Context: an optimization exercise on an open-source flow, tuned for small area. The choices shown serve that exercise and are no tape-out recipe. Where RTL was checked, it was by simulation tests only, not by an equivalence proof against the original. Only the layout flow was run in run 8; the RTL was not checked for function there. Power and IR drop assume default switching activity.

==> flow/design.v <==
module elink_trig_summer(clk,reset,data_in1,data_in2,data_in3,data_in4,data_out);
  parameter multisample = 8;
  input clk;
  input reset;
  input [11:0] data_in1;
  input [11:0] data_in2;
  input [11:0] data_in3;
  input [11:0] data_in4;
  output reg [12:0] data_out;
  reg [12:0] circle_ram [multisample+multisample-1:0];
  reg [12:0] high_value;
  reg [multisample:0] read_count;
  reg [multisample:0] write_count;
  reg [12:0] sum;
  reg done;
  integer k;
  always @(posedge clk) begin
    if (reset) begin
      for (k=0; k<multisample+multisample; k=k+1)
        circle_ram[k]<='d0;
      read_count<='d8;
      write_count<='d0;
      high_value<='d0;
      done<=0;
      sum<='d0;
      data_out<='d0;
    end else begin
    sum<=data_in1+data_in2+data_in3+data_in4;
    data_out<=circle_ram[read_count];
    if(sum<high_value && done==0) begin
      circle_ram[write_count]<=high_value;
      done<=1;
    end if (sum>=high_value) begin
      circle_ram[write_count]<=0;
    end if (write_count!='d7 && write_count!='d15) begin
      high_value<=sum;
    end if (write_count=='d7 || write_count=='d15) begin
      high_value<='d0;
      done<=0;
    end if (read_count==multisample+multisample-1) begin
      read_count<='d0;
    end if (read_count<multisample+multisample-1) begin
      read_count<=read_count + 'd1;
    end if (write_count==multisample+multisample-1) begin
      write_count<='d0;
    end if (write_count<multisample+multisample-1) begin
      write_count<=write_count + 'd1;
    end
    end
  end
endmodule
==> flow/run.sh <==
#!/bin/bash
# synth_recipe.tcl (not shown) runs the flow's synth.tcl, then flattens the netlist and writes it again
# the make line also repeats each setting of config.mk as NAME=value (left out here)
make -C /OpenROAD-flow-scripts/flow DESIGN_CONFIG=/design/flow/config.mk WORK_HOME=/design/flow/orfs CLKGATE_MAP_FILE= SYNTH_SCRIPT=/design/flow/synth_recipe.tcl finish
==> flow/config.mk <==
export PLATFORM = sky130hd
export DESIGN_NAME = elink_trig_summer
export DESIGN_NICKNAME = elink_trig_summer
export VERILOG_FILES = /design/flow/design.v
export SDC_FILE = /design/flow/constraint.sdc
export NUM_CORES = 4
export LEC_CHECK = 0
export CAP_MARGIN = 20
export CORE_MARGIN = 2
export CORE_UTILIZATION = 40
export SLEW_MARGIN = 20
==> flow/constraint.sdc <==
create_clock -name core_clock -period 5.0 [get_ports {clk}]
set_input_delay 1.0000 -clock core_clock [delete_from_list [all_inputs] [get_ports {clk}]]
set_output_delay 1.0000 -clock core_clock [all_outputs]
set_load 0.01 [all_outputs]
==> results of run 1 <==
-- cell families (layout without fill, tap and decap cells) --
kind of cell | after synthesis | after routing
buffers and inverters | 126 | 197
multiplexers | 69 | 69
AND/OR/NAND/NOR | 387 | 387
adder cells (fa/ha/maj) | 54 | 54
XOR/XNOR | 6 | 6
flip-flops | 266 | 266
AO/OA/AOI/OAI | 63 | 63
-- synth_stat cells (6+ instances only) --
library cell	count
nor2_1	241
edfxtp_1	208
inv_1	74
mux4_2	65
nand2_1	65
dfxtp_1	58
clkbuf_1	39
nor2b_1	35
ha_1	30
fa_1	24
a31o_1	16
and2_1	15
a21oi_1	14
nand3_1	9
o21ai_0	9
nor3_1	8
buf_2	6
nand4_1	6
-- power groups by stage --
| stage | sequential [mW] | combinational (mW) | clock [mW] |
|---|---|---|---|
| final | 2.68 | 1.16 | 2.04 |
| after CTS | 2.68 | 1.17 | 2.08 |
| after floorplan | 2.66 | 0.853 | 0 |
| after detailed placement | 2.73 | 1.17 | 0 |
| after global placement | 2.72 | 1.16 | 0 |
| after global routing | 2.70 | 1.28 | 2.17 |
-- state kept, by name, summed over array words and instances (netlist names) --
| register | cells |
|---|---|
| circle_ram | 208 |
| data_out | 13 |
| high_value | 13 |
| sum | 13 |
| read_count | 9 |
| write_count | 9 |
| done | 1 |
-- cells in the final DEF (no fill, tap or decap), types with 3 or more instances in the layout --
cell and n:
nor2_1 241, edfxtp_1 208, inv_1 74, nand2_1 65, mux4_2 65, clkdlybuf4s50_1 61
dfxtp_1 56, nor2b_1 33, ha_1 30, clkbuf_16 30, fa_1 24, a31o_1 16
and2_1 15, a21oi_1 14, clkbuf_1 14, o21ai_0 9, buf_4 9, nor3_1 8
nand4_1 6, a211oi_1 5, nand3_1 5, a21o_1 5, clkbuf_8 5, nand3_2 4
xor2_1 4, o21a_1 3
-- area by class of cell --
class,instances,share of cell area
Clock buffer,49,0.0609
Clock inverter,3,0.00280
Inverter,74,0.0194
Multi-Input combinational cell,579,0.316
Sequential cell,266,0.518
Tap cell,396,0.0346
Timing Repair Buffer,71,0.0477
-- critical path: cells and delay by family --
kind,cells,cell delay [ps]
and+or+nand+nor,1,160
muxes,1,280
AOI/OAI and AO/OA,3,570
buffers and inverters,4,620
adders and majority gates,4,1500
-- per-stage QoR --
stage          instances  utilization  setup slack (ps)
5_1_grt             1438        0.468              1140
4_1_cts             1438        0.468              1270
6_report            1438        0.468              1290
2_1_floorplan        971            -              1390
3_3_place_gp        1386        0.438               786
3_5_place_dp        1386        0.438               704
-- metal layers --
metal  GRT usage  routed length [um]
met1       0.234               11700
met3      0.0265                2110
met4      0.0452                 577
met2       0.303               13800
met5           0                   0
-- worst max-delay path by stage --
| stage | startpoint | to | slack (ps) |
|---|---|---|---|
| CTS | data_in1[1] | sum[11]$_SDFF_PP0_ | 1270 |
| finish | data_in1[1] | sum[11]$_SDFF_PP0_ | 1290 |
| floorplan | data_in1[1] | sum[9]$_SDFF_PP0_ | 1390 |
| global route | data_in1[1] | sum[11]$_SDFF_PP0_ | 1140 |
| detailed placement | data_in1[1] | sum[11]$_SDFF_PP0_ | 700 |
| global placement | data_in1[1] | sum[11]$_SDFF_PP0_ | 790 |
==> run summary, run 1 <==
Crit Reg-Reg Startpoint - high_value[2]$_SDFFE_PP0P_
top cells by area, synth - edfxtp_1 (50%), mux4_2 (12%), dfxtp_1 (9.4%)
Yosys reg bits - 266
# port buffers - 62
WL per Instance - 19.5 um
clock network power share - 0.348
status - no timing/DRC/antenna violations
ys flop type - edfxtp_1
DP HPWL - 17400 um
crit-path max cell delay - 550 ps
CP Launch Type - primary input
EDFF count, synth - 208
cell row count - 64
Pwr Density - 411 nW/um^2
Comb power frac - 0.197
RSZ-0062 raised after global routing - false
register area - 7410 um^2
Synth Area in XOR/XNOR - 0.00423
First DRT Iteration DRCs - 634
Pint - 4.25 mW
drt pass-1 iters - 5
ys async rst share - 0
antenna cells - 0
multiplexer share of the synthesized area - 0.121
Area growth, synth to finish - 15.3%
Final Hold Fails - 0
Starting Density - 0.406
Slew Limit Fails - 0
cell taking the most area after synthesis - edfxtp_1
worst hold endpoint - high_value[6]$_SDFFE_PP0P_
R2R cell count - 7
max_cap viols - 0
switching share of power - 0.277
vias in the first global route - 7777
post-layout minimum cycle time - 3710 ps
Req. time, crit path - 5430 ps
post-cts resize count - 0
Fillers - 2738
Worst Max-Slew Pin Slew - 1090 ps
CP cell instances - clkdlybuf4s50_1, inv_1, fa_1, fa_1, inv_1, ha_1, inv_1, fa_1, nor2b_1, o21ai_0, a21oi_1, o21ai_0, mux2_2
worst vdd ir - 0.000304 V
worst hold path type - flip-flop to flip-flop
placed cell area - 13400 um^2
initial antenna violation count - 0
HP Start - sum[6]$_SDFF_PP0_
CTS root buf - clkbuf_16
arrival time worst endpoint - 4130 ps
Synth Area in Compound Gates - 0.0362
final WL - 28100 um
sequential share of the synthesized area - 0.597
top cell type's share of synthesized area - 0.503
Post-Syn Area per Cell - 12.8 um^2
multi-input gate area in the final layout - 4530 um^2
max frequency - 270 MHz
# H-tree levels - 1
CTS tree - yes
routability cong. - 0.770
maximum clock path buffer count - 3
Worst slew margin - 0.274
Reg clk slew, reported paths - 60 ps
nets@finish - 1124
synth warn - 1
Hold Buf Count CTS - 0
Num CTS Buffers - 28
Design Power - 5.88 mW
pin count of the biggest net entering global routing - 57
overall die height - 180 um
hold slack - 460 ps
vias - 7580
reg2reg end - circle_ram[12][3]$_SDFFCE_PN0P_
Final setup viols - 0
# IOs - 63
core area - 30600 um^2
fraction of the mapped netlist area in simple logic gates - 0.132
Sequential Power Share - 0.455
DR vias/cell - 5.27
Post-CTS Setup Bufs - 0
synthesized instance count - 971
Post-Synth Adder-Cell Area - 0.0689
Netlist Area Pre-Place - 12400 um^2
Net Switching - 1.63 mW
r2r setup slk - 1640 ps
Clock Sink Count - 266
largest family of logic cells by synthesized area - simple AND/OR/NAND/NOR gates
wire length of the first global-routing pass - 44000 um
CP max stage cell - fa_1
cell leakage power - 5.10 nW
die area - 32500 um^2
antenna-violating nets left - 0
layout cell share with drive strength beyond 1 - 0.120
critical path peak fanout - 3
DRC - 0
worst-skew pair later-pin latency - 540 ps
Final Cell Area - 14300 um^2
Hold Path Depth - 1
Final period util - 0.741
All-Layer GR Usage - 0.176
clk_skew - 7.96 ps
Syn Nets - 1075
final setup TNS - 0 ps
GRT overflow - 0
Die Width - 180 um
CP Class - primary input to flip-flop
crit end category - flip-flop
library cells used by synthesis - 42
==> inputs of run 2 (changes only) <==
==> flow/design.v (replaced) <==
module elink_trig_summer(clk,reset,data_in1,data_in2,data_in3,data_in4,data_out);
  input clk;
  input reset;
  input [11:0] data_in1;
  input [11:0] data_in2;
  input [11:0] data_in3;
  input [11:0] data_in4;
  output reg [12:0] data_out;
  reg [12:0] s0, s1, s2, s3, s4, s5, s6, s7, s8;
  reg [12:0] s10, s11, s12, s13, s14, s15;
  reg [12:0] sum;
  reg [3:0]  wp;
  reg        wrapped;    
  reg        nd;         
  wire [12:0] a = data_in1 + data_in2 + data_in3 + data_in4;
  wire valid = wp[3] | wrapped;
  wire last  = wp[2] & wp[1] & wp[0];                
  wire first = (wp == 4'd0) & ~wrapped;              
  wire ge    = last | first | reset | (a >= sum);
  wire [12:0] old = valid ? s15 : 13'd0;
  wire [12:0] e   = ge ? 13'd0 : (nd ? old : sum);
  always @(posedge clk) begin
    sum <= a;
    s0 <= e;
    s1 <= s0; s2 <= s1; s3 <= s2; s4 <= s3; s5 <= s4; s6 <= s5; s7 <= s6; s8 <= s7;
    data_out <= (valid & ~reset) ? s8 : 13'd0;
    s10 <= data_out; s11 <= s10; s12 <= s11; s13 <= s12; s14 <= s13; s15 <= s14;
    if (reset) begin
      wp <= 4'd0;
      wrapped <= 1'b0;
      nd <= 1'b0;
    end else begin
      wp <= wp + 4'd1;
      if (wp == 4'd15) wrapped <= 1'b1;
      nd <= (wp[1:0] == 2'b10 && wp[2]) ? 1'b0 : (~ge | nd);
    end
  end
endmodule
--- a/flow/config.mk
+++ b/flow/config.mk
@@ -7,5 +7,8 @@
 export LEC_CHECK = 0
 export CAP_MARGIN = 20
 export CORE_MARGIN = 2
-export CORE_UTILIZATION = 40
+export CORE_UTILIZATION = 60
+export CTS_BUF_LIST = sky130_fd_sc_hd__clkbuf_4
+export CTS_CLUSTER_DIAMETER = 40
+export CTS_CLUSTER_SIZE = 10
 export SLEW_MARGIN = 20
==> run 2 against run 1 <==
Against the previous run:
- largest power group unchanged
- final cell count is 50% lower
- sequential share of layout area increased by 7.6 points
- routed wire length shrank 68%
- highest routed layer unchanged
- largest cell class unchanged
- fmax decreased by 23%
- power fell by 33%
- die area fell by 64%
- critical path depth rose by 4
- critical endpoint is now s0[5]$_SDFF_PP0_
==> run summary, run 2 <==
status - no timing/DRC/antenna violations
Design Power - 3.95 mW
Area growth, synth to finish - 19.1%
register area - 4540 um^2
initial antenna violation count - 0
CTS tree - yes
Yosys reg bits - 227
antenna-violating nets left - 0
cell taking the most area after synthesis - dfxtp_1
met2 usage - 0.285
Post-Syn Area per Cell - 13.5 um^2
RSZ-0062 raised after global routing - false
Die Width - 107 um
Worst slew margin - 0.420
synthesized instance count - 475
crit end category - flip-flop
layout cell share with drive strength beyond 1 - 0.126
clk_skew - 20.3 ps
Final Cell Area - 7640 um^2
Starting Density - 0.619
All-Layer GR Usage - 0.164
Clock Sink Count - 227
synth warn - 1
EDFF count, synth - 0
worst vdd ir - 0.000304 V
Fillers - 729
Syn Nets - 577
cell row count - 37
most numerous cell in the Yosys netlist - dfxtp_1
Final Hold Fails - 0
Final setup viols - 0
worst hold path type - flip-flop to flip-flop
DR vias/cell - 4.66
overall die height - 107 um
ys flop type - dfxtp_1
nets@finish - 681
core area - 10400 um^2
library cells used by synthesis - 34
worst-skew pair later-pin latency - 590 ps
Hold Buf Count CTS - 0
most common cell after layout, fill and taps aside - dfxtp_1
top cell type's share of synthesized area - 0.708
Final period util - 0.964
pin count of the biggest net entering global routing - 16
cell leakage power - 3.39 nW
top cells by instance count after synthesis - dfxtp_1 (227), inv_1 (76), ha_1 (28)
antenna cells - 0
Pwr Density - 516 nW/um^2
met3 Resource Use GR - 0.0327
critical path peak fanout - 5
multi-input gate area in the final layout - 1640 um^2
Num CTS Buffers - 27
arrival time worst endpoint - 5350 ps
top cells by area, synth - dfxtp_1 (71%), fa_1 (7.5%), ha_1 (5.5%)
wire length of the first global-routing pass - 14900 um
drt pass-1 iters - 5
max_cap viols - 0
grt peak-use layer - met2
post-layout minimum cycle time - 4820 ps
routability cong. - 0.775
DP HPWL - 6350 um
final WL - 9010 um
CP Class - primary input to flip-flop
WL per Instance - 12.6 um
GRT overflow - 0
hold slack - 320 ps
placed cell area - 7300 um^2
max frequency - 208 MHz
most frequent cells in the layout - dfxtp_1 (227), inv_1 (69), clkdlybuf4s50_1 (56), clkbuf_4 (28), ha_1 (26)
Reg clk slew, reported paths - 100 ps
CP Launch Type - primary input
First DRT Iteration DRCs - 65
post-layout util - 0.737
Req. time, crit path - 5530 ps
ys async rst share - 0
# H-tree levels - 1
sequential share of the synthesized area - 0.708
final setup TNS - 0 ps
vias - 3339
vias in the first global route - 3394
die area - 11500 um^2
CTS root buf - clkbuf_4
Slew Limit Fails - 0
DRC - 0
Worst Max-Slew Pin Slew - 867 ps
# port buffers - 62
Netlist Area Pre-Place - 6420 um^2
M1 GR Usage - 0.205
# IOs - 63
maximum clock path buffer count - 3
## run 2: cell count changes after synthesis, sizes merged, moves of 6 or more
cell    previous run  this run
xnor2              2         8
a31o              16         0
mux4              65         0
nor3               8         2
nand2             65         3
nor2b             35         6
clkbuf            39         3
dfxtp             58       227
a22oi              0        13
buf               13         1
edfxtp           208         0
nor2             242        24
## run 2: through the flow
stage,cells,worst slack (ps)
3_5_place_dp,683,-653
3_3_place_gp,683,-508
4_1_cts,714,6.76
5_1_grt,717,34.5
6_report,717,182
2_1_floorplan,475,81.6
## run 2: worst paths after layout
path	slack [ps]	start	end	depth (start not counted)
worst max-delay path	180	data_in1[4]	s0[5]$_SDFF_PP0_	17
worst min-delay path	320	s5[7]$_DFF_P_	s6[7]$_DFF_P_	0
worst max register to register	3070	sum[10]$_DFF_P_	s0[5]$_SDFF_PP0_	8
worst min register to register	320	s5[7]$_DFF_P_	s6[7]$_DFF_P_	0
## run 2: cells by family (layout without fill, tap and decap cells)
family / Yosys count / count (layout) / share of synthesized area
DFF: 227 / 227 / 0.708
AOI/OAI and AO/OA: 43 / 43 / 0.0495
and+or+nand+nor: 61 / 61 / 0.0493
buffers and inverters: 80 / 186 / 0.0470
adders and majority gates: 52 / 52 / 0.129
xor gates and xnor gates: 12 / 12 / 0.0164
## run 2: worst max-delay path, cell delays in order
cell and delay [ps]:
clkdlybuf4s50_1 450, inv_1 60, fa_1 510, fa_1 520, inv_1 40, ha_1 330, o21ai_2 90, a21oi_2 80
o41a_1 390, or4_1 480, nand4_1 100, ha_1 250, a21o_1 200, a2111oi_4 300, o211ai_2 230, buf_6 180
nor2_1 110
## run 2: cell type report
cell class	instances	area share
sequential	227	0.594
multi-input combinational	168	0.215
timing repair buffer	79	0.101
inverter	76	0.0373
clock buffer	28	0.0275
tap	136	0.0223
clock inverter	3	0.00311
## run 2: routing by layer
layer	vias to the layer above	routed length [um]
met5	-	0
met2	65	4370
met3	19	359
met1	1575	4080
li1	1680	-
met4	0	197
## run 2: what timing repair did
| action | 4_1_cts | 5_1_grt |
|---|---|---|
| cloned | 0 | 1 |
| endpoints found under the setup margin | 10 | 13 |
| buffers inserted | 0 | 2 |
| pin swaps | 1 | 24 |
| resized for setup | 1 | 32 |
## run 2: power by group
group,switching [mW],internal (mW)
registers,0.101,2.16
clock network,0.515,0.266
logic,0.458,0.449
==> inputs of run 3 (changes only) <==
--- a/flow/config.mk
+++ b/flow/config.mk
@@ -11,4 +11,5 @@
 export CTS_BUF_LIST = sky130_fd_sc_hd__clkbuf_4
 export CTS_CLUSTER_DIAMETER = 40
 export CTS_CLUSTER_SIZE = 10
+export GPL_TIMING_DRIVEN = 0
 export SLEW_MARGIN = 20
==> run 3 against run 2 <==
Against the previous run:
- area after synthesis unchanged
- global-route usage down 0.094 points
- final cell count up 0.14%
- critical path depth up 1
- synthesized cell count unchanged
- routed wire length down 1.3%
- register-to-register slack worse by 50 ps
- clock skew up 16 ps
- sequential cell count unchanged
- die area unchanged
- sequential power about the same
- first-iteration DRC count up 31%
- critical path type unchanged
- critical endpoint is now s0[1]$_SDFF_PP0_
==> run summary, run 3 <==
sequential share of the synthesized area - 0.708
worst vdd ir - 0.000328 V
layout cell share with drive strength beyond 1 - 0.120
Num CTS Buffers - 26
Area growth, synth to finish - 19.5%
overall die height - 107 um
library cells used by synthesis - 34
DRC - 0
First DRT Iteration DRCs - 85
worst-skew pair later-pin latency - 580 ps
synthesized instance count - 475
Starting Density - 0.619
final setup TNS - 0 ps
ys async rst share - 0
Final setup viols - 0
max_cap viols - 0
drt pass-1 iters - 4
maximum clock path buffer count - 3
status - no timing/DRC/antenna violations
Final period util - 0.984
Post-Syn Area per Cell - 13.5 um^2
Worst slew margin - 0.649
final setup margin - 78.4 ps
most common cell after layout, fill and taps aside - dfxtp_1
EDFF count, synth - 0
post-layout minimum cycle time - 4920 ps
initial antenna violation count - 0
Die Width - 107 um
crit path from - data_in1[3]
HP Start - s3[7]$_DFF_P_
Hold Buf Count CTS - 0
ys flop type - dfxtp_1
CP Class - primary input to flip-flop
Netlist Area Pre-Place - 6420 um^2
All-Layer GR Usage - 0.163
antenna-violating nets left - 0
Clock Sink Count - 227
CTS root buf - clkbuf_4
routability cong. - 0.755
clk_skew - 36.6 ps
top cells by area, synth - dfxtp_1 (71%), fa_1 (7.5%), ha_1 (5.5%)
Final Hold Fails - 0
top cells by instance count after synthesis - dfxtp_1 (227), inv_1 (76), ha_1 (28)
final WL - 8890 um
cell row count - 37
die area - 11500 um^2
Slew Limit Fails - 0
nets@finish - 683
vias - 3333
CTS tree - yes
# port buffers - 62
cell taking the most area after synthesis - dfxtp_1
crit end category - flip-flop
Worst Max-Slew Pin Slew - 526 ps
antenna cells - 0
max frequency - 203 MHz
Placement Setup Slack - -771 ps
wire length of the first global-routing pass - 14900 um
Syn Nets - 577
top cell type's share of synthesized area - 0.708
core area - 10400 um^2
DR vias/cell - 4.64
pin count of the biggest net entering global routing - 14
# H-tree levels - 1
cell leakage power - 3.38 nW
vias in the first global route - 3444
most numerous cell in the Yosys netlist - dfxtp_1
critical path peak fanout - 5
hold slack - 300 ps
Reg clk slew, reported paths - 100 ps
worst hold path type - flip-flop to flip-flop
Req. time, crit path - 5510 ps
CP Launch Type - primary input
GRT overflow - 0
arrival time worst endpoint - 5440 ps
synth warn - 1
Yosys reg bits - 227
WL per Instance - 12.4 um
# IOs - 63
DP HPWL - 6140 um
Crit Reg-Reg Startpoint - sum[10]$_DFF_P_
Pwr Density - 528 nW/um^2
most frequent cells in the layout - dfxtp_1 (227), inv_1 (72), clkdlybuf4s50_1 (59), clkbuf_4 (27), ha_1 (26)
run 3: logic make-up (layout without fill, tap and decap cells):
kind of cell / Yosys count / after routing / share of synthesized area
buf+inv: 80 / 187 / 0.0470
fa+ha+maj: 52 / 52 / 0.129
flops: 227 / 227 / 0.708
simple gates: 61 / 61 / 0.0493
xor+xnor: 12 / 12 / 0.0164
compound gates: 43 / 43 / 0.0495
run 3: critical path, stage by stage:
cell	delay [ps]
clkdlybuf4s50_1	450
inv_1	50
fa_1	490
fa_1	520
inv_1	60
ha_4	250
nor2b_4	120
o21ai_2	130
a21oi_2	80
o41a_1	330
or4_1	420
nand4_1	140
ha_1	280
a21o_1	200
a2111oi_4	420
o211ai_4	190
buf_6	170
nor2_4	110
run 3: path summary, 6_finish.rpt:
kind | cells after the start | slack, ps | endpoint
worst min-delay path | 0 | 300 | s4[7]$_DFF_P_
worst max register to register | 8 | 3020 | s0[1]$_SDFF_PP0_
worst max-delay path | 18 | 80 | s0[1]$_SDFF_PP0_
worst min register to register | 0 | 300 | s4[7]$_DFF_P_
run 3: power by group:
part | internal, mW | leakage, nW | total (mW) | switching [mW]
clock network | 0.302 | 0.140 | 0.792 | 0.490
logic | 0.509 | 1.40 | 1.01 | 0.498
registers | 2.16 | 1.84 | 2.25 | 0.0953
total | 2.97 | 3.38 | 4.05 | 1.08
run 3: final cells by class:
cell class                      instances  area (um^2)
Sequential cell                       227         4540
Fill cell                             703         2700
Multi-Input combinational cell        168         1660
Timing Repair Buffer                   78          748
Inverter                               76          285
Clock buffer                           27          203
Tap cell                              136          170
Clock inverter                          2         33.8
Buffer                                  4         22.5
run 3: layer usage:
metal  part of all wire  track usage  vias up
met5                  0            0        -
met4             0.0099       0.0504        0
met3              0.043       0.0363        8
met2               0.48        0.274       66
met1               0.46        0.213     1574
li1                   -            -     1685
run 3: what timing repair did:
item                       in CTS  in global routing
resized for setup              20                 13
buffers inserted               15                  0
gates cloned                    1                  0
pin swaps                      20                 14
setup endpoints to repair      13                 15
run 3: through the flow:
step | instances | area [um^2] | utilization | total power, mW
after floorplan | 475 | 6420 | - | 2.85
after global routing | 718 | 7670 | 0.740 | 4.31
after CTS | 718 | 7620 | 0.735 | 4.03
after global placement | 673 | 7210 | 0.695 | 3.03
after detailed placement | 673 | 7210 | 0.695 | 3.07
final | 718 | 7670 | 0.740 | 4.05
==> inputs of run 4 (changes only) <==
--- a/flow/config.mk
+++ b/flow/config.mk
@@ -8,8 +8,7 @@
 export CAP_MARGIN = 20
 export CORE_MARGIN = 2
 export CORE_UTILIZATION = 60
-export CTS_BUF_LIST = sky130_fd_sc_hd__clkbuf_4
-export CTS_CLUSTER_DIAMETER = 40
-export CTS_CLUSTER_SIZE = 10
-export GPL_TIMING_DRIVEN = 0
+export CTS_BUF_LIST = sky130_fd_sc_hd__clkbuf_8
+export CTS_CLUSTER_DIAMETER = 50
+export CTS_CLUSTER_SIZE = 15
 export SLEW_MARGIN = 20
==> run 4 against run 3 <==
Against the previous run:
- area after synthesis is the same
- routed wire length grew 0.71%
- sequential share of layout area shrank 0.42 points
- critical path type unchanged
- critical endpoint is now nd$_SDFF_PP0_
- largest cell class unchanged
==> run summary, run 4 <==
status - no timing/DRC/antenna violations
M1 GR Usage - 0.218
Hold Buf Count CTS - 0
cell leakage power - 3.40 nW
final WL - 8950 um
Final Hold Fails - 0
HP Start - s5[12]$_DFF_P_
max frequency - 209 MHz
die area - 11500 um^2
vias - 3299
arrival time worst endpoint - 5180 ps
drt pass-1 iters - 4
clk_skew - 15.7 ps
Die Width - 107 um
Worst slew margin - 0.419
multi-input gate area in the final layout - 1660 um^2
Pwr Density - 526 nW/um^2
Sequential Power Share - 0.555
DRC - 0
most frequent cells in the layout - dfxtp_1 (227), inv_1 (73), clkdlybuf4s50_1 (56), ha_1 (25), fa_1 (22)
GRT overflow - 0
crit path from - data_in1[2]
CP Launch Type - primary input
top cells by instance count after synthesis - dfxtp_1 (227), inv_1 (76), ha_1 (28)
Worst Max-Slew Pin Slew - 868 ps
Net Switching - 1.08 mW
Post-Syn Area per Cell - 13.5 um^2
Design Power - 4.07 mW
# H-tree levels - 1
# IOs - 63
post-layout util - 0.745
ys async rst share - 0
wire length of the first global-routing pass - 15200 um
cell taking the most area after synthesis - dfxtp_1
met3 Resource Use GR - 0.0309
Pint - 2.99 mW
top cells by area, synth - dfxtp_1 (71%), fa_1 (7.5%), ha_1 (5.5%)
layout cell share with drive strength beyond 1 - 0.115
Starting Density - 0.619
final setup TNS - 0 ps
synth warn - 1
Comb power frac - 0.228
max_cap viols - 0
top cell type's share of synthesized area - 0.708
core area - 10400 um^2
Cells after DPL - 683
Area growth, synth to finish - 20.4%
worst hold path type - flip-flop to flip-flop
synthesized instance count - 475
nets@finish - 674
clock network power share - 0.216
grt peak-use layer - met2
Req. time, crit path - 5390 ps
Yosys reg bits - 227
DR vias/cell - 4.65
vias in the first global route - 3378
Final setup viols - 0
WL per Instance - 12.6 um
Clock Sink Count - 227
Post-Layout Cell Count - 709
worst vdd ir - 0.000325 V
ys flop type - dfxtp_1
All-Layer GR Usage - 0.167
overall die height - 107 um
Num CTS Buffers - 19
r2r setup slk - 3040 ps
antenna cells - 0
met2 usage - 0.288
Fillers - 706
Reg clk slew, reported paths - 90 ps
First DRT Iteration DRCs - 117
CP Class - primary input to flip-flop
sequential share of the synthesized area - 0.708
Slew Limit Fails - 0
CTS root buf - clkbuf_8
Crit Reg-Reg Startpoint - sum[10]$_DFF_P_
EDFF count, synth - 0
cell row count - 37
antenna-violating nets left - 0
register area - 4540 um^2
DP HPWL - 6350 um
crit end category - flip-flop
switching share of power - 0.265
library cells used by synthesis - 34
most numerous cell in the Yosys netlist - dfxtp_1
post-layout minimum cycle time - 4790 ps
Final period util - 0.958
pin count of the biggest net entering global routing - 16
routability cong. - 0.775
Syn Nets - 577
maximum clock path buffer count - 3
Netlist Area Pre-Place - 6420 um^2
initial antenna violation count - 0
# port buffers - 62
CTS tree - yes
worst-skew pair later-pin latency - 480 ps
most common cell after layout, fill and taps aside - dfxtp_1
critical path peak fanout - 4
-- run 4: cell types whose count changed in the layout (fill, tap and decap cells not counted), sizes merged --
cell | previous run | this run
clkbuf | 30 | 20
clkdlybuf4s50 | 59 | 56
dlymetal6s2s | 1 | 3
buf | 17 | 18
bufinv | 1 | 0
clkinvlp | 0 | 1
dlygate4sd2 | 2 | 3
-- run 4: logic make-up after synthesis --
logic type                 synth area share
buffers and inverters                0.0470
xor gates and xnor gates             0.0164
adders and majority gates             0.129
AOI/OAI and AO/OA                    0.0495
DFF                                   0.708
and+or+nand+nor                      0.0493
-- run 4: metrics by stage --
| step | setup WS [ps] | cell area (um^2) | hold WS [ps] |
|---|---|---|---|
| detailed placement | -653 | 7300 | 312 |
| global placement | -508 | 7300 | 311 |
| CTS | 68.7 | 7660 | 327 |
| floorplan | 81.6 | 6420 | 310 |
| global route | -0.777 | 7720 | 328 |
| finish | 210 | 7720 | 328 |
-- run 4: worst paths after layout --
check,cells after the start,end
max,18,nd$_SDFF_PP0_
min,0,s6[12]$_DFF_P_
max reg2reg,7,nd$_SDFF_PP0_
min reg2reg,0,s6[12]$_DFF_P_
-- run 4: area by class of cell --
type                            instances  area share
Clock buffer                           20      0.0356
Clock inverter                          2     0.00308
Inverter                               76      0.0369
Multi-Input combinational cell        168       0.215
Sequential cell                       227       0.588
Tap cell                              136      0.0220
Timing Repair Buffer                   80      0.0993
-- run 4: worst max-delay path: stages --
cell             delay [ps]
clkdlybuf4s50_1         450
inv_1                    50
fa_1                    480
fa_1                    550
inv_1                    60
ha_1                    300
a21oi_2                 190
o22ai_2                 110
o21ai_1                 160
o21ai_2                  90
nor2_2                  130
xnor2_2                 140
ha_1                    280
a21o_1                  160
a21o_1                  190
a2111oi_4               360
o211ai_2                200
a221oi_2                270
-- run 4: power by group through the flow --
stage / Combinational (mW) / Clock [mW] / Sequential [mW]
floorplan: 0.596 / 0 / 2.25
global placement: 0.793 / 0 / 2.29
detailed placement: 0.839 / 0 / 2.30
CTS: 0.898 / 0.905 / 2.26
global route: 1.04 / 0.977 / 2.29
finish: 0.928 / 0.880 / 2.26
-- run 4: repair_timing --
action                     4_1_cts  5_1_grt
setup endpoints to repair       12       14
buffers inserted                 3        0
cloned                           1        0
pin swaps                       25       13
gates resized for setup         15       16
-- run 4: layer usage --
metal	vias to the layer above	routed length, um
met5	-	0
met2	59	4400
met3	10	335
met4	0	108
met1	1568	4110
li1	1662	-
==> inputs of run 5 (changes only) <==
--- a/flow/config.mk
+++ b/flow/config.mk
@@ -7,8 +7,5 @@
 export LEC_CHECK = 0
 export CAP_MARGIN = 20
 export CORE_MARGIN = 2
-export CORE_UTILIZATION = 60
-export CTS_BUF_LIST = sky130_fd_sc_hd__clkbuf_8
-export CTS_CLUSTER_DIAMETER = 50
-export CTS_CLUSTER_SIZE = 15
+export CORE_UTILIZATION = 40
 export SLEW_MARGIN = 20
==> run 5 against run 4 <==
Against the previous run:
- synthesized cell count did not move
- via count down 0.27%
- count of clock-buffer cells in the layout grew 9
- critical endpoint is now s0[4]$_SDFF_PP0_
- still clean
==> run summary, run 5 <==
status - no timing/DRC/antenna violations
cell row count - 46
ys async rst share - 0
All-Layer GR Usage - 0.112
library cells used by synthesis - 34
nets@finish - 676
routability cong. - 0.812
Design Power - 4.87 mW
final setup margin - 185 ps
cell taking the most area after synthesis - dfxtp_1
max_cap viols - 0
worst hold path type - flip-flop to flip-flop
Final period util - 0.963
synthesized instance count - 475
Yosys reg bits - 227
Placement Setup Slack - -567 ps
cell leakage power - 3.68 nW
CP Class - primary input to flip-flop
EDFF count, synth - 0
Hold Path Depth - 0
Starting Density - 0.407
Post-Syn Area per Cell - 13.5 um^2
GRT overflow - 0
Clock Sink Count - 227
worst-skew pair later-pin latency - 490 ps
Worst slew margin - 0.464
# H-tree levels - 1
CP Launch Type - primary input
pin count of the biggest net entering global routing - 16
Final Hold Fails - 0
DR vias/cell - 4.10
Reg clk slew, reported paths - 60 ps
Die Width - 131 um
Slew Limit Fails - 0
hold slack - 315 ps
Netlist Area Pre-Place - 6420 um^2
CTS root buf - clkbuf_16
Area growth, synth to finish - 30.1%
synth warn - 1
ys flop type - dfxtp_1
post-layout minimum cycle time - 4810 ps
vias - 3290
Syn Nets - 577
First DRT Iteration DRCs - 72
sequential share of the synthesized area - 0.708
overall die height - 131 um
top cells by instance count after synthesis - dfxtp_1 (227), inv_1 (76), ha_1 (28)
Req. time, crit path - 5420 ps
Final setup viols - 0
Num CTS Buffers - 21
crit end category - flip-flop
DRC - 0
arrival time worst endpoint - 5240 ps
die area - 17100 um^2
critical path's top delay family - adder cells
wire length of the first global-routing pass - 14900 um
Worst Max-Slew Pin Slew - 801 ps
most frequent CP cell - fa_1
critical path peak fanout - 6
DP HPWL - 6160 um
worst vdd ir - 0.000250 V
placed cell area - 7400 um^2
R2R cell count - 8
crit-path max cell delay - 560 ps
CP max stage cell - fa_1
layout cell share with drive strength beyond 1 - 0.160
core area - 15800 um^2
initial antenna violation count - 0
CP cell instances - clkdlybuf4s50_1, fa_1, fa_1, ha_4, o21ai_2, a21oi_2, o41a_1, or4_1, nand4_1, ha_1, a21o_1, a2111oi_4, o211ai_2, buf_6, nor2_1
antenna cells - 0
antenna-violating nets left - 0
most frequent cells in the layout - dfxtp_1 (227), inv_1 (63), clkdlybuf4s50_1 (48), ha_1 (23), clkbuf_16 (21)
drt pass-1 iters - 4
Fillers - 1342
CTS tree - yes
top cell type's share of synthesized area - 0.708
Final Cell Area - 8350 um^2
most numerous cell in the Yosys netlist - dfxtp_1
clk_skew - 9.80 ps
Cells after DPL - 763
vias in the first global route - 3259
max frequency - 208 MHz
maximum clock path buffer count - 3
WP depth - 15
top cells by area, synth - dfxtp_1 (71%), fa_1 (7.5%), ha_1 (5.5%)
# IOs - 63
# port buffers - 62
Post-Layout Cell Count - 803
final WL - 9180 um
Pwr Density - 584 nW/um^2
Critical path buffers and inverters - 2
most common cell after layout, fill and taps aside - dfxtp_1
WL per Instance - 11.4 um
## run 5: final cells by class
| type | count | area [um^2] | area share |
|---|---|---|---|
| Timing Repair Buffer | 80 | 791 | 0.0947 |
| Tap cell | 216 | 270 | 0.0324 |
| Sequential cell | 227 | 4540 | 0.544 |
| Inverter | 76 | 285 | 0.0342 |
| Clock inverter | 7 | 139 | 0.0166 |
| Clock buffer | 29 | 606 | 0.0726 |
| Multi-Input combinational cell | 168 | 1710 | 0.205 |
## run 5: through the flow
| stage | setup TNS [ps] | util |
|---|---|---|
| after floorplan | 0 | - |
| after global placement | -6920 | 0.469 |
| after detailed placement | -7510 | 0.469 |
| after CTS | 0 | 0.518 |
| after global routing | -38.9 | 0.529 |
| final | 0 | 0.529 |
## run 5: kinds of logic (layout without fill, tap and decap cells)
logic type,Yosys count,in the layout,synth area share
AND/OR/NAND/NOR,61,61,0.0493
flip-flops,227,227,0.708
XOR/XNOR,12,12,0.0164
adder cells (fa/ha/maj),52,52,0.129
buffers and inverters,80,192,0.0470
AO/OA/AOI/OAI,43,43,0.0495
## run 5: worst paths after layout
check        slack, ps       startpoint          endpoint
max                190      data_in1[5]  s0[4]$_SDFF_PP0_
min                310   s4[11]$_DFF_P_    s5[11]$_DFF_P_
max reg2reg       3070  sum[10]$_DFF_P_  s0[4]$_SDFF_PP0_
min reg2reg        310   s4[11]$_DFF_P_    s5[11]$_DFF_P_
## run 5: repair_timing
action | 4_1_cts | 5_1_grt
buffers inserted | 0 | 3
hold buffers | 0 | 0
setup endpoints to repair | 13 | 14
gates cloned | 1 | 0
pin swaps | 4 | 36
gates resized for setup | 6 | 56
hold endpoints to repair | 0 | 0
## run 5: power by group
group | switching (mW) | internal [mW] | total (mW)
logic | 0.482 | 0.469 | 0.951
registers | 0.0944 | 2.16 | 2.25
clock network | 0.615 | 1.05 | 1.67
## run 5: metal layers
layer  part of all wire  global-route usage
met4              0.040              0.0494
met3              0.051              0.0301
met1               0.48               0.144
met2               0.43               0.178
met5                  0                   0
==> inputs of run 6 (changes only) <==
==> flow/flow/run.sh (new file) <==
#!/bin/bash
# Standard ORFS layout with smaller port buffers and a clock tree of small
# buffers without dummy loads. Each tool's output is logged under orfs/logs;
# the make output goes to flow_make.log in the work folder.
set -euo pipefail
bash standard.sh \
  "BUFFER_PORTS_ARGS=-buffer_cell sky130_fd_sc_hd__buf_1" \
  "CTS_ARGS=-sink_clustering_enable -repair_clock_nets -dont_use_dummy_load -buf_list sky130_fd_sc_hd__clkbuf_4 -sink_clustering_size 10 -sink_clustering_max_diameter 40" \
  finish > flow_make.log 2>&1
==> flow/standard.sh (new file) <==
#!/bin/bash
# synth_recipe.tcl (not shown) runs the flow's synth.tcl, then flattens the netlist and writes it again
# the make line also repeats each setting of config.mk as NAME=value (left out here)
make -C /OpenROAD-flow-scripts/flow DESIGN_CONFIG=/design/flow/config.mk WORK_HOME=/design/flow/orfs CLKGATE_MAP_FILE= SYNTH_SCRIPT=/design/flow/synth_recipe.tcl "${@:-finish}"
--- a/flow/config.mk
+++ b/flow/config.mk
@@ -7,5 +7,5 @@
 export LEC_CHECK = 0
 export CAP_MARGIN = 20
 export CORE_MARGIN = 2
-export CORE_UTILIZATION = 40
+export CORE_UTILIZATION = 60
 export SLEW_MARGIN = 20
removed: flow/run.sh
==> run 6 against run 5 <==
Against the previous run:
- sequential cell count unchanged
- critical path type unchanged
- critical endpoint is now s0[1]$_SDFF_PP0_
- worst hold slack worse by 15 ps
- critical path depth grew 5
- register-to-register slack worse by 30 ps
- highest routed layer unchanged
- clock power down 57%
- still clean
- sequential share of layout area is 10 points higher
- largest cell class unchanged
- largest power group unchanged
==> run summary, run 6 <==
max frequency - 215 MHz
cell row count - 37
most common cell after layout, fill and taps aside - dfxtp_1
Placement Setup Slack - -232 ps
arrival time worst endpoint - 5130 ps
Slew Limit Fails - 0
cell taking the most area after synthesis - dfxtp_1
Post-Layout Cell Count - 700
layout cell share with drive strength beyond 1 - 0.0638
Worst Max-Slew Pin Slew - 864 ps
overall die height - 107 um
Post-Syn Area per Cell - 13.5 um^2
Net Switching - 0.978 mW
synth warn - 1
HP Start - s11[3]$_DFF_P_
Netlist Area Pre-Place - 6420 um^2
worst-skew pair later-pin latency - 580 ps
worst hold endpoint - s12[3]$_DFF_P_
CTS root buf - clkbuf_4
Worst slew margin - 0.422
top cells by area, synth - dfxtp_1 (71%), fa_1 (7.5%), ha_1 (5.5%)
antenna cells - 0
DRC - 0
# IOs - 63
Yosys reg bits - 227
critical path peak fanout - 12
Req. time, crit path - 5490 ps
met3 Resource Use GR - 0.0333
initial antenna violation count - 0
top cell type's share of synthesized area - 0.708
Design Power - 3.73 mW
Die Width - 107 um
max_cap viols - 0
most frequent cells in the layout - dfxtp_1 (227), inv_1 (76), buf_1 (62), ha_1 (28), clkbuf_4 (26)
vias - 3244
maximum clock path buffer count - 3
Final period util - 0.929
CP Class - primary input to flip-flop
Final Hold Fails - 0
R2R cell count - 8
post-layout minimum cycle time - 4640 ps
cell leakage power - 3.10 nW
Cells after DPL - 674
status - no timing/DRC/antenna violations
synthesized instance count - 475
GRT overflow - 0
All-Layer GR Usage - 0.158
ys flop type - dfxtp_1
Starting Density - 0.619
DR vias/cell - 4.63
CP Launch Type - primary input
final WL - 8430 um
Comb power frac - 0.202
sequential share of the synthesized area - 0.708
Area growth, synth to finish - 9.65%
switching share of power - 0.262
Hold Buf Count CTS - 0
worst vdd ir - 0.000259 V
Pint - 2.75 mW
crit end category - flip-flop
post-cts resize count - 0
Fillers - 795
M1 GR Usage - 0.213
Reg clk slew, reported paths - 100 ps
Clock Sink Count - 227
RSZ-0062 raised after global routing - false
First DRT Iteration DRCs - 95
Post-CTS Setup Bufs - 0
antenna-violating nets left - 0
Sequential Power Share - 0.605
final setup margin - 355 ps
Hold Path Depth - 0
die area - 11500 um^2
ys async rst share - 0
Final setup viols - 0
nets@finish - 668
met2 usage - 0.256
grt peak-use layer - met2
Num CTS Buffers - 26
clk_skew - 37.0 ps
WL per Instance - 12.0 um
worst hold path type - flip-flop to flip-flop
pin count of the biggest net entering global routing - 16
vias in the first global route - 3173
Syn Nets - 577
# port buffers - 62
top cells by instance count after synthesis - dfxtp_1 (227), inv_1 (76), ha_1 (28)
post-layout util - 0.678
r2r setup slk - 3040 ps
# H-tree levels - 1
Crit Reg-Reg Startpoint - sum[10]$_DFF_P_
library cells used by synthesis - 34
Pwr Density - 530 nW/um^2
clock network power share - 0.193
CTS tree - yes
reg2reg end - s0[1]$_SDFF_PP0_
drt pass-1 iters - 4
hold slack - 299 ps
wire length of the first global-routing pass - 14300 um
routability cong. - 0.726
EDFF count, synth - 0
DP HPWL - 6080 um
core area - 10400 um^2
most numerous cell in the Yosys netlist - dfxtp_1
## run 6: cell counts after synthesis
No cell type changed its count.
## run 6: metrics by stage
| step | area (um^2) | TNS (ps) |
|---|---|---|
| 4_1_cts | 7040 | 0 |
| 6_report | 7040 | 0 |
| 3_5_place_dp | 6840 | -2740 |
| 5_1_grt | 7040 | 0 |
| 3_3_place_gp | 6840 | -1210 |
| 2_1_floorplan | 6420 | 0 |
## run 6: layer usage
layer | share of wire | vias to the layer above | routed length, um
li1 | - | 1656 | -
met1 | 0.47 | 1497 | 3980
met2 | 0.46 | 67 | 3870
met3 | 0.040 | 24 | 338
met4 | 0.028 | 0 | 232
met5 | 0 | - | 0
## run 6: cells by family (layout without fill, tap and decap cells)
kind of cell | count (synthesis) | in the layout | synth area share
and+or+nand+nor | 61 | 61 | 0.0493
adders and majority gates | 52 | 52 | 0.129
DFF | 227 | 227 | 0.708
buffers and inverters | 80 | 169 | 0.0470
AOI/OAI and AO/OA | 43 | 43 | 0.0495
xor gates and xnor gates | 12 | 12 | 0.0164
## run 6: worst max path at each step
stage	startpoint	to	slack (ps)	cells after the start
5_1_grt	data_in1[1]	s0[8]$_SDFF_PP0_	80	20
2_1_floorplan	data_in1[1]	s0[11]$_SDFF_PP0_	80	19
3_3_place_gp	data_in1[1]	s0[2]$_SDFF_PP0_	-100	20
3_5_place_dp	data_in1[1]	s0[5]$_SDFF_PP0_	-230	20
6_report	data_in1[1]	s0[1]$_SDFF_PP0_	360	20
4_1_cts	data_in1[1]	s0[2]$_SDFF_PP0_	370	20
## run 6: cell type report
type / instances / area, um^2 / share of cell area
Multi-Input combinational cell: 168 / 1570 / 0.223
Inverter: 76 / 285 / 0.0405
Tap cell: 136 / 170 / 0.0242
Timing Repair Buffer: 67 / 270 / 0.0384
Sequential cell: 227 / 4540 / 0.646
Clock buffer: 26 / 195 / 0.0277
## run 6: critical path: stages
cell       delay (ps)
buf_1              60
inv_1              50
fa_1              530
inv_1              50
fa_1              460
ha_1              230
inv_1              70
fa_1              230
nor2b_4            50
o21ai_2           120
a21oi_1            90
o41a_1            330
or4_1             410
nand4_1           130
ha_1              250
a21o_1            190
a2111oi_4         360
o211ai_2          170
buf_4             200
nor2_1            120
## run 6: power by group through the flow
stage                     sequential (mW)  clock, mW  combinational, mW
after floorplan                      2.25          0              0.596
after global placement               2.29          0              0.736
after detailed placement             2.30          0              0.766
after CTS                            2.26      0.757              0.768
after global routing                 2.29      0.831              0.875
final                                2.25      0.721              0.752
==> inputs of run 7 (changes only) <==
==> flow/flow/run.sh (replaced) <==
#!/bin/bash
# Standard ORFS layout, except:
#  - synthesis skips Yosys's generic ABC pass before full-adder extraction
#    (flow/my_synth.tcl), so the adders map to clean fa/ha cells;
#  - ports get buf_1 buffers;
#  - the clock tree uses clkbuf_4 without dummy loads.
# Each tool's output is logged under orfs/logs; make's output goes to flow_make.log.
set -euo pipefail
W=$PWD
bash standard.sh \
  "SYNTH_SCRIPT=$W/flow/my_synth.tcl" \
  "BUFFER_PORTS_ARGS=-buffer_cell sky130_fd_sc_hd__buf_1" \
  "CTS_ARGS=-sink_clustering_enable -repair_clock_nets -dont_use_dummy_load -buf_list sky130_fd_sc_hd__clkbuf_4 -sink_clustering_size 10 -sink_clustering_max_diameter 40" \
  finish > flow_make.log 2>&1
==> flow/flow/my_synth.tcl (new file) <==
proc synth {args} {
  if {[lsearch -exact $args "fine:"] >= 0} {
    yosys synth -nofsm -noshare -noabc {*}$args
  } else {
    yosys synth -nofsm -noshare {*}$args
  }
}
source $::env(SCRIPTS_DIR)/synth.tcl
# left out here: clear keep_hierarchy, flatten, clean up, hide names made inside functions, write 1_2_yosys.v
==> run 7 against run 6 <==
Against the previous run:
- still clean on timing, DRC and antenna
- register-to-register slack gained 60 ps
- worst hold slack lost 21 ps
- sequential share of layout area grew 1.4 points
- non-clock buffer count grew 3
- critical path type unchanged
- largest cell class unchanged
==> run summary, run 7 <==
Worst slew margin - 0.406
max_cap viols - 0
Fillers - 783
First DRT Iteration DRCs - 52
DP HPWL - 5490 um
top cell type's share of synthesized area - 0.727
Reg clk slew, reported paths - 90 ps
final setup TNS - 0 ps
Syn Nets - 519
hold slack - 279 ps
ys flop type - dfxtp_1
Starting Density - 0.611
# H-tree levels - 1
Cells after DPL - 617
Final setup viols - 0
RSZ-0062 raised after global routing - false
synth warn - 1
post-cts resize count - 0
# port buffers - 62
# IOs - 63
Placement Setup Slack - -222 ps
Final period util - 0.935
worst vdd ir - 0.000322 V
drt pass-1 iters - 4
CP Class - primary input to flip-flop
ys async rst share - 0
Net Switching - 1.02 mW
vias in the first global route - 3062
critical path peak fanout - 7
Post-Layout Cell Count - 644
overall die height - 106 um
clk_skew - 76.9 ps
layout cell share with drive strength beyond 1 - 0.102
most common cell after layout, fill and taps aside - dfxtp_1
wire length of the first global-routing pass - 13800 um
All-Layer GR Usage - 0.154
final setup margin - 326 ps
cell taking the most area after synthesis - dfxtp_1
GRT overflow - 0
Slew Limit Fails - 0
Yosys reg bits - 227
maximum clock path buffer count - 3
post-layout minimum cycle time - 4670 ps
Design Power - 3.79 mW
most numerous cell in the Yosys netlist - dfxtp_1
Area growth, synth to finish - 10.1%
initial antenna violation count - 0
Req. time, crit path - 5460 ps
status - no timing/DRC/antenna violations
placed cell area - 6680 um^2
final WL - 8050 um
cell leakage power - 2.80 nW
Netlist Area Pre-Place - 6250 um^2
Sequential Power Share - 0.597
DR vias/cell - 4.70
clock network power share - 0.194
worst hold path type - flip-flop to flip-flop
Hold Buf Count CTS - 0
vias - 3029
WL per Instance - 12.5 um
max frequency - 214 MHz
Die Width - 106 um
worst-skew pair later-pin latency - 590 ps
Num CTS Buffers - 27
synthesized instance count - 416
nets@finish - 613
EDFF count, synth - 0
CTS root buf - clkbuf_4
arrival time worst endpoint - 5140 ps
Post-CTS Setup Bufs - 0
cell row count - 37
DRC - 0
CP Launch Type - primary input
top cells by instance count after synthesis - dfxtp_1 (227), ha_1 (29), fa_1 (24)
most frequent cells in the layout - dfxtp_1 (227), buf_1 (62), ha_1 (29), clkbuf_4 (27), fa_1 (24)
Pint - 2.77 mW
Comb power frac - 0.209
core area - 10200 um^2
Final Hold Fails - 0
Clock Sink Count - 227
CTS tree - yes
die area - 11300 um^2
switching share of power - 0.269
pin count of the biggest net entering global routing - 16
antenna-violating nets left - 0
Final Cell Area - 6890 um^2
top cells by area, synth - dfxtp_1 (73%), fa_1 (7.7%), ha_1 (5.8%)
Pwr Density - 550 nW/um^2
post-layout util - 0.673
library cells used by synthesis - 37
routability cong. - 0.765
antenna cells - 0
sequential share of the synthesized area - 0.727
Post-Syn Area per Cell - 15.0 um^2
crit end category - flip-flop
Worst Max-Slew Pin Slew - 887 ps
## run 7: cell types whose count changed after synthesis, moves of 2 or more
| cell | delta |
|---|---|
| buf_6 | +2 |
| o21ai_0 | -2 |
| nor2_2 | +9 |
| nand3_1 | +2 |
| nand2b_1 | -2 |
| nor2_1 | -12 |
| a31oi_1 | +2 |
| nand2_1 | +3 |
| inv_1 | -60 |
| nor2b_1 | -2 |
## run 7: power by group through the flow
stage          logic, mW  clock network (mW)  registers [mW]
6_report           0.793               0.735            2.26
5_1_grt            0.922               0.841            2.30
4_1_cts            0.812               0.774            2.27
3_5_place_dp       0.806                   0            2.31
3_3_place_gp       0.790                   0            2.30
2_1_floorplan      0.636                   0            2.26
## run 7: path summary, 6_finish.rpt
kind / from / endpoint / slack [ps] / cells after the start
max: data_in1[1] / s0[9]$_SDFF_PP0_ / 330 / 17
min: s4[7]$_DFF_P_ / s5[7]$_DFF_P_ / 280 / 0
max reg2reg: sum[11]$_DFF_P_ / s0[9]$_SDFF_PP0_ / 3100 / 8
min reg2reg: s4[7]$_DFF_P_ / s5[7]$_DFF_P_ / 280 / 0
## run 7: cell type report
class                      instances  area, um^2  share of cell area
clock buffer                      27         203              0.0294
inverter                          17        63.8             0.00927
multi-input combinational        167        1610               0.234
sequential                       227        4540               0.660
tap                              136         170              0.0247
timing repair buffer              70         293              0.0425
## run 7: cell families after synthesis
kind of cell | after synthesis | share of synthesized area
flops | 227 | 0.727
fa+ha+maj | 53 | 0.135
simple gates | 58 | 0.0516
xor+xnor | 13 | 0.0182
compound gates | 43 | 0.0532
buf+inv | 22 | 0.0156
## run 7: critical path: stages
cell	delay (ps)
buf_1	90
fa_1	560
fa_1	420
ha_1	240
fa_1	400
a211oi_1	270
o21ai_1	130
a2111oi_1	370
or3_1	180
xnor2_1	130
ha_1	290
a21oi_2	140
nand2_2	80
a2111oi_4	390
o31ai_4	140
buf_4	200
nor2_2	100
## run 7: layer usage
layer | GRT usage | up-vias | part of all wire
met3 | 0.0331 | 9 | 0.039
met1 | 0.210 | 1422 | 0.48
met2 | 0.246 | 55 | 0.46
met5 | 0 | - | 0
met4 | 0.0545 | 0 | 0.014
li1 | - | 1543 | -
==> inputs of run 8 (changes only) <==
--- a/flow/design.v
+++ b/flow/design.v
@@ -12,7 +12,15 @@
   reg [3:0]  wp;
   reg        wrapped;    
   reg        nd;         
-  wire [12:0] a = data_in1 + data_in2 + data_in3 + data_in4;
+  wire [11:0] x1 = data_in1 ^ data_in2 ^ data_in3;
+  wire [11:0] y1 = (data_in1 & data_in2) | (data_in1 & data_in3) | (data_in2 & data_in3);
+  wire [12:0] p = {1'b0, x1};
+  wire [12:0] q = {y1, 1'b0};
+  wire [12:0] r = {1'b0, data_in4};
+  wire [12:0] x2 = p ^ q ^ r;
+  wire [12:0] y2 = (p & q) | (p & r) | (q & r);
+  wire [12:0] u = {y2[11:0], 1'b0};
+  wire [12:0] a = x2 + u;
   wire valid = wp[3] | wrapped;
   wire last  = wp[2] & wp[1] & wp[0];                
   wire first = (wp == 4'd0) & ~wrapped;              
==> run 8 against run 7 <==
Against the previous run:
- clock power shrank 1%
- largest cell class unchanged
- first-iteration DRC count increased by 62%
- sequential share of layout area fell by 1.0 points
- highest routed layer unchanged
- worst hold slack gained 17 ps
- via count is 4.0% higher
- register-to-register slack improved by 20 ps
- synthesized cell count increased by 3.1%
- critical path depth fell by 3
- power rose by 1.9%
- count of clock-buffer cells in the layout is the same
==> run summary, run 8 <==
Netlist Area Pre-Place - 6400 um^2
GRT overflow - 0
Req. time, crit path - 5470 ps
Sequential Power Share - 0.583
Starting Density - 0.620
r2r setup slk - 3120 ps
post-layout minimum cycle time - 4420 ps
Post-CTS Setup Bufs - 0
layout cell share with drive strength beyond 1 - 0.0951
critical path peak fanout - 13
routability cong. - 0.719
reg2reg end - s0[12]$_SDFF_PP0_
final WL - 8420 um
CTS root buf - clkbuf_4
DR vias/cell - 4.84
R2R cell count - 7
Clock Sink Count - 227
maximum clock path buffer count - 3
Post-Syn Area per Cell - 14.9 um^2
RSZ-0062 raised after global routing - false
# port buffers - 62
antenna cells - 0
worst hold path type - flip-flop to flip-flop
First DRT Iteration DRCs - 84
HP Start - s12[3]$_DFF_P_
Net Switching - 1.07 mW
WL per Instance - 12.9 um
library cells used by synthesis - 44
All-Layer GR Usage - 0.159
Reg clk slew, reported paths - 100 ps
DP HPWL - 5960 um
cell taking the most area after synthesis - dfxtp_1
clock network power share - 0.188
Crit Reg-Reg Startpoint - sum[12]$_DFF_P_
worst vdd ir - 0.000281 V
cell row count - 37
drt pass-1 iters - 4
synthesized instance count - 429
DRC - 0
top cells by instance count after synthesis - dfxtp_1 (227), ha_1 (29), fa_1 (24)
sequential share of the synthesized area - 0.710
status - no timing/DRC/antenna violations
Hold Path Depth - 0
most common cell after layout, fill and taps aside - dfxtp_1
Pwr Density - 552 nW/um^2
# H-tree levels - 1
worst hold endpoint - s13[3]$_DFF_P_
Final period util - 0.885
Worst slew margin - 0.430
core area - 10300 um^2
CP Launch Type - primary input
Comb power frac - 0.229
vias in the first global route - 3224
Yosys reg bits - 227
max frequency - 226 MHz
worst-skew pair later-pin latency - 560 ps
Worst Max-Slew Pin Slew - 852 ps
die area - 11500 um^2
cell leakage power - 2.84 nW
most numerous cell in the Yosys netlist - dfxtp_1
vias - 3150
Slew Limit Fails - 0
top cell type's share of synthesized area - 0.710
EDFF count, synth - 0
crit end category - flip-flop
Final setup viols - 0
Syn Nets - 532
CP max stage cell - fa_1
Design Power - 3.86 mW
overall die height - 107 um
pin count of the biggest net entering global routing - 16
antenna-violating nets left - 0
top cells by area, synth - dfxtp_1 (71%), fa_1 (7.5%), ha_1 (5.7%)
Placement Setup Slack - -25.8 ps
switching share of power - 0.278
arrival time worst endpoint - 4890 ps
ys flop type - dfxtp_1
critical path's top delay family - compound AO/OA/AOI/OAI gates
ys async rst share - 0
post-cts resize count - 0
Num CTS Buffers - 27
nets@finish - 620
Hold Buf Count CTS - 0
max_cap viols - 0
CP cell instances - buf_1, fa_1, fa_1, ha_1, a21oi_1, o2111ai_1, and4_1, a211o_1, ha_1, a211o_1, a311oi_2, o221ai_2, buf_4, a211oi_1
clk_skew - 35.6 ps
initial antenna violation count - 0
synth warn - 1
Die Width - 107 um
wire length of the first global-routing pass - 14600 um
final setup margin - 577 ps
Area growth, synth to finish - 9.24%
crit-path max cell delay - 560 ps
# IOs - 63
CP Class - primary input to flip-flop
most frequent cells in the layout - dfxtp_1 (227), buf_1 (62), ha_1 (29), clkbuf_4 (27), fa_1 (24)
Final Hold Fails - 0
CTS tree - yes
Pint - 2.79 mW
Critical path buffers and inverters - 2
==> run 8: cell types whose count changed in the layout (fill, tap and decap cells not counted), moves of 3 or more <==
cell,change
a211oi_1,+5
a211oi_2,+10
and3_1,+4
buf_4,-4
nand2_1,-3
nand3_1,-4
nor2_2,-8
nor3_1,+4
o21a_1,+3
o21ai_1,-3
==> run 8: final cells by class <==
type	count	area [um^2]
clock buffers	27	203
fillers	752	3330
inverters	18	67.6
multi-input cells	177	1750
flip-flops and latches	227	4540
well taps	136	170
repair buffers	66	263
==> run 8: worst max-delay path by stage <==
stage	startpoint	depth (start not counted)	endpoint
global route	data_in1[2]	14	s0[12]$_SDFF_PP0_
detailed placement	data_in1[2]	14	s0[0]$_SDFF_PP0_
CTS	data_in1[2]	14	s0[12]$_SDFF_PP0_
finish	data_in1[2]	14	s0[12]$_SDFF_PP0_
floorplan	data_in1[2]	13	s0[10]$_SDFF_PP0_
global placement	data_in1[1]	15	s0[0]$_SDFF_PP0_
==> run 8: metrics by stage <==
step	util	std cells	cell area [um^2]	TNS (ps)	hold WS, ps
after floorplan	-	429	6400	0	310
after global placement	0.658	624	6790	0	310
after detailed placement	0.658	624	6790	-28.7	312
after CTS	0.677	651	6990	0	297
after global routing	0.677	651	6990	0	289
final	0.677	651	6990	0	296
==> run 8: cell families (layout without fill, tap and decap cells) <==
logic type | count (synthesis) | after routing | synth area share
compound gates | 61 | 61 | 0.0809
simple gates | 51 | 51 | 0.0438
buf+inv | 25 | 111 | 0.0174
flops | 227 | 227 | 0.710
xor+xnor | 12 | 12 | 0.0164
fa+ha+maj | 53 | 53 | 0.132
==> run 8: worst reg2reg max path, stage by stage (launching register included) <==
cell      delay (ps)
dfxtp_1          350
inv_1             50
ha_1             300
a211o_1          270
a311oi_2         260
o221ai_2         140
buf_4            220
a211oi_1         230
==> run 8: power groups by stage <==
| stage | combinational, mW | clock (mW) | sequential (mW) |
|---|---|---|---|
| 6_report | 0.882 | 0.727 | 2.25 |
| 3_3_place_gp | 0.860 | 0 | 2.28 |
| 3_5_place_dp | 0.885 | 0 | 2.30 |
| 2_1_floorplan | 0.701 | 0 | 2.25 |
| 4_1_cts | 0.890 | 0.765 | 2.26 |
| 5_1_grt | 0.997 | 0.844 | 2.29 |
==> run 8: layer usage <==
layer,GRT usage,wire [um],vias to the layer above
met5,0,0,-
met4,0.0492,114,0
met3,0.0333,402,13
met2,0.257,3690,82
met1,0.217,4210,1439
li1,-,-,1616

==> what the ideal ports hide <==
The flow's constraints put no driver on any port. The routed layouts listed below were extracted and timed again, unchanged, in two steps. Step 1 sets driving cells, clkbuf_16 on the clock port and buf_2 on the other inputs (assumed; they add their load-dependent delay and slew). Step 2 adds t to the input delays and takes it off the output delays; t is the mean of the earliest and latest rising clock arrival at the registers after step 1. Input paths then give back, and output paths get back, about the clock's delay inside the block. Three values: ideal ports, drivers, drivers and shift; two values: the first two.
| run | t (ns) | setup WS [ns] | clock arrival spread, ns | worst slew at a driven data input, ns |
|---|---|---|---|---|
| run 1 | 0.585 | 1.293 / 1.321 / 0.737 | 0.008 / 0.009 | 0.04 |
| run 2 | 0.613 | 0.182 / 0.186 / -0.428 | 0.023 / 0.023 | 0.04 |
| run 3 | 0.592 | 0.078 / 0.086 / -0.506 | 0.038 / 0.038 | 0.04 |
| run 4 | 0.504 | 0.210 / 0.220 / -0.284 | 0.016 / 0.016 | 0.04 |
| run 5 | 0.522 | 0.185 / 0.204 / -0.317 | 0.012 / 0.011 | 0.04 |
| run 6 | 0.592 | 0.355 / 0.359 / -0.233 | 0.042 / 0.042 | 0.03 |
| run 7 | 0.588 | 0.326 / 0.337 / -0.251 | 0.078 / 0.078 | 0.04 |
| run 8 | 0.570 | 0.577 / 0.590 / 0.020 | 0.036 / 0.036 | 0.03 |
Met with ideal ports but missed after step 2: setup timing in 6 of these runs. For run 2, which loses most, drivers alone change the setup slack by +0.004 ns; drivers and shift together by -0.610 ns.
